Background: an optimization exercise with open tools, aiming at small area. Do not read the settings as production practice.
At most, simulation tests tie the RTL to the original design; equivalence was not proved.

== job 101 ==
## dvi_tmds_encoder
module dvi_tmds_encoder (
    input  wire       clk,
    input  wire       rst,
    input  wire [7:0] red,
    input  wire [7:0] green,
    input  wire [7:0] blue,
    input  wire       hsync,
    input  wire       vsync,
    input  wire       de,
    output wire [9:0] tmds_red,
    output wire [9:0] tmds_green,
    output wire [9:0] tmds_blue
);
    wire de_i = de & ~rst;  
    reg  de_a, de_b, de_c;
    always @(posedge clk) begin
        de_a <= de_i;
        de_b <= de_a;
        de_c <= de_b;
    end
    tmds_encoder #(.SYNC(0)) u_red (
        .CLK_I(clk), .D_I(red), .DE_B(de_b), .DE_C(de_c), .D_O(tmds_red)
    );
    tmds_encoder #(.SYNC(0)) u_green (
        .CLK_I(clk), .D_I(green), .DE_B(de_b), .DE_C(de_c), .D_O(tmds_green)
    );
    tmds_encoder #(.SYNC(1)) u_blue (
        .CLK_I(clk), .D_I({blue[7:2], de_i ? blue[1:0] : {vsync, hsync}}),
        .DE_B(de_b), .DE_C(de_c), .D_O(tmds_blue)
    );
endmodule
Size in the first run: roughly 90 flip-flops, about 59 I/O pins.
==> module tmds_encoder, before the edit <==
module tmds_encoder #(
    parameter SYNC = 0
) (
    input  wire       CLK_I,
    input  wire [7:0] D_I,
    input  wire       DE_B,    
    input  wire       DE_C,    
    output wire [9:0] D_O
);
    reg [7:0] d_a, d_b;
    reg [7:0] q;               
    reg       q8;              
    reg [3:0] c;               
    function [1:0] fa;         
        input a, b, ci;
        fa = {(a & b) | (a & ci) | (b & ci), a ^ b ^ ci};
    endfunction
    wire [1:0] f1 = fa(d_b[1], d_b[2], d_b[3]);
    wire [1:0] f2 = fa(d_b[4], d_b[5], d_b[6]);
    wire [1:0] f3 = fa(f1[0], f2[0], d_b[7]);
    wire       xn = fa(f1[1], f2[1], f3[1]) >> 1;
    wire [7:0] q_x;            
    assign q_x[0] = d_b[0];
    assign q_x[1] = d_b[0] ^ d_b[1];
    assign q_x[2] = q_x[1] ^ d_b[2];
    assign q_x[3] = d_b[0] ^ f1[0];
    assign q_x[4] = q_x[3] ^ d_b[4];
    assign q_x[5] = q_x[4] ^ d_b[5];
    assign q_x[6] = q_x[3] ^ f2[0];
    assign q_x[7] = q_x[6] ^ d_b[7];
    wire [7:0] k  = SYNC ? (8'b10101011 ^ {8{d_b[1]}}) : 8'b10101011;
    wire       k8 = SYNC ? ~d_b[0] : 1'b1;
    wire [1:0] g1 = fa(q[0], q[1], q[2]);
    wire [1:0] g2 = fa(q[3], q[4], q[5]);
    wire [1:0] g3 = fa(g1[0], g2[0], q[6]);
    wire [1:0] g4 = fa(g1[1], g2[1], g3[1]);
    wire p0 = g3[0] ^ q[7];
    wire f  = g3[0] & q[7];
    wire p1 = g4[0] ^ f;
    wire hc = g4[0] & f;
    wire p2 = g4[1] ^ hc;
    wire p3 = g4[1] & hc;
    wire p_lt4 = ~g4[1] & ~hc;               
    wire p_eq4 = p2 & ~p3 & ~p1 & ~p0;       
    wire c_z   = ~(c[0] | c[1] | c[2] | c[3]);
    wire s_d = (c_z | p_eq4) ? ~q8 : ~(c[3] ^ p_lt4);
    wire s   = DE_C ? s_d : (SYNC ? ~(q[0] ^ q8) : 1'b1);
    wire m3 = p3 | (p2 & (p1 | p0));
    wire [3:0] m = {m3, m3 | ~(p3 | p2 | p1 | p0), p1 ^ p0, p0};
    wire [3:0] x = m ^ {4{~s}};
    wire [1:0] a0 = fa(c[0], x[0], q8);
    wire [1:0] a1 = fa(c[1], x[1], a0[1]);
    wire [1:0] a2 = fa(c[2], x[2], a1[1]);
    wire [3:0] c_n = {c[3] ^ x[3] ^ a2[1], a2[0], a1[0], a0[0]};
    always @(posedge CLK_I) begin
        d_a <= D_I;
        d_b <= d_a;
        q   <= DE_B ? (q_x ^ {4{xn, 1'b0}}) : k;
        q8  <= DE_B ? ~xn : k8;
        c   <= DE_C ? c_n : 4'd0;
    end
    assign D_O = {s, q8, q ^ {8{s}}};
endmodule
export LEC_CHECK = 0
export CAP_MARGIN = 20
export CORE_MARGIN = 2
export CORE_UTILIZATION = 40
export SLEW_MARGIN = 20
create_clock -name core_clock -period 5.0 [get_ports {clk}]
standard.sh (not shown) runs the stock make flow with config.mk's settings and CLKGATE_MAP_FILE= SYNTH_SCRIPT=/design/flow/synth_recipe.tcl, a recipe that flattens the netlist after the stock synthesis.
==> flow/flow/run.sh <==
#!/bin/bash
# Standard ORFS layout (the standard.sh) with a few settings changed:
#  - ports buffered with the smallest buffer, sky130_fd_sc_hd__buf_1
#  - clock tree without dummy loads
#  - power recovery (downsizing of non-critical cells) after global routing
# Each ORFS step writes its full log under orfs/logs/; make's output goes to
# standard.log here.
set -euo pipefail
bash standard.sh finish \
  "BUFFER_PORTS_ARGS=-buffer_cell sky130_fd_sc_hd__buf_1" \
  "CTS_ARGS=-sink_clustering_enable -repair_clock_nets -dont_use_dummy_load" \
  RECOVER_POWER=100 \
  > standard.log 2>&1
#### Input delta (job 102 over job 101)
==> flow/design.v, changed modules only <==
module tmds_encoder #(
    parameter SYNC = 0
) (
    input  wire       CLK_I,
    input  wire [7:0] D_I,
    input  wire       DE_B,    
    input  wire       DE_C,    
    output wire [9:0] D_O
);
    reg [7:0] d_a, d_b;
    reg [7:0] q;               
    reg       q8;              
    reg [3:0] m;               
    reg [3:0] c;               
    function [1:0] fa;         
        input a, b, ci;
        fa = {(a & b) | (a & ci) | (b & ci), a ^ b ^ ci};
    endfunction
    wire [1:0] f1 = fa(d_b[1], d_b[2], d_b[3]);
    wire [1:0] f2 = fa(d_b[4], d_b[5], d_b[6]);
    wire [1:0] f3 = fa(f1[0], f2[0], d_b[7]);
    wire       xn = fa(f1[1], f2[1], f3[1]) >> 1;
    wire [7:0] q_x;            
    assign q_x[0] = d_b[0];
    assign q_x[1] = d_b[0] ^ d_b[1];
    assign q_x[2] = q_x[1] ^ d_b[2];
    assign q_x[3] = d_b[0] ^ f1[0];
    assign q_x[4] = q_x[3] ^ d_b[4];
    assign q_x[5] = q_x[4] ^ d_b[5];
    assign q_x[6] = q_x[3] ^ f2[0];
    assign q_x[7] = q_x[6] ^ d_b[7];
    wire [7:0] q_b = q_x ^ {4{xn, 1'b0}};
    wire [1:0] g1 = fa(q_b[0], q_b[1], q_b[2]);
    wire [1:0] g2 = fa(q_b[3], q_b[4], q_b[5]);
    wire [1:0] g3 = fa(g1[0], g2[0], q_b[6]);
    wire [1:0] g4 = fa(g1[1], g2[1], g3[1]);
    wire p0 = g3[0] ^ q_b[7];
    wire f  = g3[0] & q_b[7];
    wire p1 = g4[0] ^ f;
    wire hc = g4[0] & f;
    wire p2 = g4[1] ^ hc;
    wire p3 = g4[1] & hc;
    wire m3 = p3 | (p2 & (p1 | p0));
    wire [3:0] m_b = {m3, m3 | ~(p3 | p2 | p1 | p0), p1 ^ p0, p0};
    wire [7:0] k  = SYNC ? (8'b10101011 ^ {8{d_b[1]}}) : 8'b10101011;
    wire       k8 = SYNC ? ~d_b[0] : 1'b1;
    wire m_z   = ~(m[0] | m[1] | m[2] | m[3]);    
    wire m_pos = ~m[3] & ~m_z;                    
    wire c_z   = ~(c[0] | c[1] | c[2] | c[3]);
    wire s_d = (c_z | m_z) ? ~q8 : ~(c[3] ^ m_pos);
    wire s   = DE_C ? s_d : (SYNC ? ~(q[0] ^ q8) : 1'b1);
    wire [3:0] x = m ^ {4{~s}};
    wire [1:0] a0 = fa(c[0], x[0], q8);
    wire [1:0] a1 = fa(c[1], x[1], a0[1]);
    wire [1:0] a2 = fa(c[2], x[2], a1[1]);
    wire [3:0] c_n = {c[3] ^ x[3] ^ a2[1], a2[0], a1[0], a0[0]};
    always @(posedge CLK_I) begin
        d_a <= D_I;
        d_b <= d_a;
        q   <= DE_B ? q_b : k;
        q8  <= DE_B ? ~xn : k8;
        m   <= m_b;
        c   <= DE_C ? c_n : 4'd0;
    end
    assign D_O = {s, q8, q ^ {8{s}}};
endmodule
### Flow results
Count of port buffers added during placement: job 102 vs job 101 identical
There was hardly any difference in count of final max-slew check failures between job 101 and job 102.
Diff job 101 -> job 102 | number of rows created at floorplan | up by a few percent
Taking job 101 as the reference, in job 102 x dimension of the die shows an increase of 5.2%; routed wire length rose 630 um; cell depth of the worst setup path now sits lower.
The critical path startpoint comes out u_blue.q[2] in one run and u_blue.d_b[1] in the other, namely in job 101 and job 102 respectively.
Relative to job 101, the overall global routing resource usage of job 102 is lower by 0.39 points.
Least setup slack across all paths after layout delta (job 102 − job 101): favourable
Job 102 vs job 101 — cell area climbed by a few percent
Core utilization: job 102 lower than job 101
Side by side, largest stage delay on the critical path turned out higher in job 102 than in job 101.
Only the layout flow was run in job 102; the RTL was not checked for function there.

* * *

maple:
The RTL this note starts from:
==> flow/design.v <==
`default_nettype none
module tmds_encoder (
    input  wire       CLK_I,
    input  wire [7:0] D_I,
    input  wire       DE_C,    
    output wire [9:0] SYM_O,   
    output wire [1:0] CTL_O    
);
    reg [7:0] d_a, d_b;
    reg [8:0] q_m;
    reg [3:0] c;               
    wire [2:0] n7 = d_b[1] + d_b[2] + d_b[3] + d_b[4] + d_b[5] + d_b[6] + d_b[7];
    wire xn = n7[2];
    wire [7:0] q_x;
    assign q_x[0] = d_b[0];
    genvar i;
    generate
        for (i = 1; i < 8; i = i + 1) begin : g_enc
            assign q_x[i] = q_x[i-1] ^ d_b[i];
        end
    endgenerate
    wire [7:0] q  = q_m[7:0];
    wire       q8 = q_m[8];
    wire [3:0] p = q[0] + q[1] + q[2] + q[3] + q[4] + q[5] + q[6] + q[7];
    wire [3:0] h = p - 4'd4;   
    wire inv = (c == 4'd0 || h == 4'd0) ? ~q8 : (c[3] == h[3]);
    wire [3:0] c_n = c + (h ^ {4{inv}}) + {3'b000, q8} + {2'b00, inv, 1'b0} - 4'd1;
    always @(posedge CLK_I) begin
        d_a <= D_I;
        d_b <= d_a;
        q_m <= {~xn, q_x ^ {4{xn, 1'b0}}};
        c   <= DE_C ? c_n : 4'd0;
    end
    assign SYM_O = {inv, q8, q ^ {8{inv}}};
    assign CTL_O = {q[1] ^ q[0] ^ ~q8, q[0]};
endmodule
`default_nettype wire
`default_nettype none
module dvi_tmds_encoder (
    input  wire       clk,
    input  wire       rst,
    input  wire [7:0] red,
    input  wire [7:0] green,
    input  wire [7:0] blue,
    input  wire       hsync,
    input  wire       vsync,
    input  wire       de,
    output wire [9:0] tmds_red,
    output wire [9:0] tmds_green,
    output wire [9:0] tmds_blue
);
    wire de_i = de & ~rst;  
    reg  de_a, de_b, de_c;
    always @(posedge clk) begin
        de_a <= de_i;
        de_b <= de_a;
        de_c <= de_b;
    end
    wire [9:0] sym_r, sym_g, sym_b;
    wire [1:0] ctl_r, ctl_g, ctl_b;
    tmds_encoder u_red (
        .CLK_I(clk), .D_I(red), .DE_C(de_c), .SYM_O(sym_r), .CTL_O(ctl_r)
    );
    tmds_encoder u_green (
        .CLK_I(clk), .D_I(green), .DE_C(de_c), .SYM_O(sym_g), .CTL_O(ctl_g)
    );
    tmds_encoder u_blue (
        .CLK_I(clk), .D_I({blue[7:2], de_i ? blue[1:0] : {vsync, hsync}}),
        .DE_C(de_c), .SYM_O(sym_b), .CTL_O(ctl_b)
    );
    assign tmds_red   = de_c ? sym_r : 10'b1101010100;
    assign tmds_green = de_c ? sym_g : 10'b1101010100;
    assign tmds_blue  = de_c           ? sym_b          :
                        ctl_b == 2'b00 ? 10'b1101010100 :
                        ctl_b == 2'b01 ? 10'b0010101011 :
                        ctl_b == 2'b10 ? 10'b0101010100 :
                                         10'b1010101011;
endmodule
`default_nettype wire
clock: 5.0 ns
lec_check: 0
cap_margin: 20
core_margin: 2
core_utilization: 40
slew_margin: 20
run.sh (not shown) runs the stock make flow with config.mk's settings and CLKGATE_MAP_FILE= SYNTH_SCRIPT=/design/flow/synth_recipe.tcl, a recipe that flattens the netlist after the stock synthesis.
Stock flow here: none of the scripts above is used.
Ran to the end and failed final checks on setup timing: maple.
Modified inputs, violet compared to maple
==> flow/design.v <==
`default_nettype none
module tmds_encoder (
    input  wire       CLK_I,
    input  wire [7:0] D_I,
    input  wire       DE_C,    
    output wire [9:0] SYM_O,   
    output wire [1:0] CTL_O    
);
    reg [7:0] d_a, d_b, d_c;
    reg [3:0] c;               
    wire [3:0] n = d_c[0] + d_c[1] + d_c[2] + d_c[3] +
                   d_c[4] + d_c[5] + d_c[6] + d_c[7];
    wire xn = (n > 4'd4) | (n == 4'd4 & ~d_c[0]);
    wire [7:0] q_x;
    assign q_x[0] = d_c[0];
    genvar i;
    generate
        for (i = 1; i < 8; i = i + 1) begin : g_enc
            assign q_x[i] = q_x[i-1] ^ d_c[i];
        end
    endgenerate
    wire [7:0] q  = q_x ^ {4{xn, 1'b0}};
    wire       q8 = ~xn;
    wire [3:0] p = q[0] + q[1] + q[2] + q[3] + q[4] + q[5] + q[6] + q[7];
    wire [3:0] h = p - 4'd4;   
    wire inv = (c == 4'd0 || h == 4'd0) ? xn : (c[3] == h[3]);
    wire [3:0] c_n = c + (h ^ {4{inv}}) + {3'b000, q8} + {2'b00, inv, 1'b0} - 4'd1;
    always @(posedge CLK_I) begin
        d_a <= D_I;
        d_b <= d_a;
        d_c <= d_b;
        c   <= DE_C ? c_n : 4'd0;
    end
    assign SYM_O = {inv, q8, q ^ {8{inv}}};
    assign CTL_O = d_c[1:0];
endmodule
`default_nettype wire
`default_nettype none
module dvi_tmds_encoder (
    input  wire       clk,
    input  wire       rst,
    input  wire [7:0] red,
    input  wire [7:0] green,
    input  wire [7:0] blue,
    input  wire       hsync,
    input  wire       vsync,
    input  wire       de,
    output wire [9:0] tmds_red,
    output wire [9:0] tmds_green,
    output wire [9:0] tmds_blue
);
    wire de_i = de & ~rst;  
    reg  de_a, de_b, de_c;
    always @(posedge clk) begin
        de_a <= de_i;
        de_b <= de_a;
        de_c <= de_b;
    end
    wire [9:0] sym_r, sym_g, sym_b;
    wire [1:0] ctl_r, ctl_g, ctl_b;
    tmds_encoder u_red (
        .CLK_I(clk), .D_I(red), .DE_C(de_c), .SYM_O(sym_r), .CTL_O(ctl_r)
    );
    tmds_encoder u_green (
        .CLK_I(clk), .D_I(green), .DE_C(de_c), .SYM_O(sym_g), .CTL_O(ctl_g)
    );
    tmds_encoder u_blue (
        .CLK_I(clk), .D_I({blue[7:2], de_i ? blue[1:0] : {vsync, hsync}}),
        .DE_C(de_c), .SYM_O(sym_b), .CTL_O(ctl_b)
    );
    assign tmds_red   = de_c ? sym_r : 10'b1101010100;
    assign tmds_green = de_c ? sym_g : 10'b1101010100;
    assign tmds_blue  = de_c          ? sym_b        :
                        ctl_b == 2'b00 ? 10'b1101010100 :
                        ctl_b == 2'b01 ? 10'b0010101011 :
                        ctl_b == 2'b10 ? 10'b0101010100 :
                                         10'b1010101011;
endmodule
`default_nettype wire
Notes after the runs:
The layout from violet, despite a flow that completed every stage, fails the layout checks, with the failing checks listed as setup timing.
Comparing violet and maple, complex-gate fraction of the synthesized area is higher on maple.
Looking at growth of design area from synthesis to finish, violet sits 29 points above maple.
Changes observed in violet relative to maple: post-CTS setup repair buffer count higher; clock sink count decreased 3; final period demand of the worst path rose 2.73 ns.
Most common library cell in the layout ignoring fill and taps: sky130_fd_sc_hd__dfxtp_1 -> maple, sky130_fd_sc_hd__buf_4 -> violet
The share of synthesized area occupied by flip-flops and latches of violet is lower than that of maple.
Only the layout flow was run in maple; the RTL was not checked for function there.

-- static timing again, ports no longer ideal --
How much do the figures lean on ideal ports? The routed layouts below were timed once more, with nothing changed but the port constraints.
Step 1, drivers: a clkbuf_16 drives clk and a buf_2 each remaining input, both assumed.
Step 2 adds t to the input delays and takes it off the output delays; t is the mean of the earliest and latest rising clock arrival at the registers after step 1. Input paths then give back, and output paths get back, about the clock's delay inside the block.
Three values: ideal, step 1, step 2; two values: the first two.
run | t (ns) | slack for setup (ns) | worst data-port slew with drivers (ns) | pins driven straight from the clock port
job 101 | 0.358 | 0.146 / 0.146 / 0.146 | 0.03 | 1
job 102 | 0.366 | 0.395 / 0.395 / 0.395 | 0.03 | 1
maple | 0.370 | -0.210 / -0.247 / -0.185 | 0.03 | 1
violet | 0.373 | -2.937 / -2.973 / -2.937 | 0.04 | 1
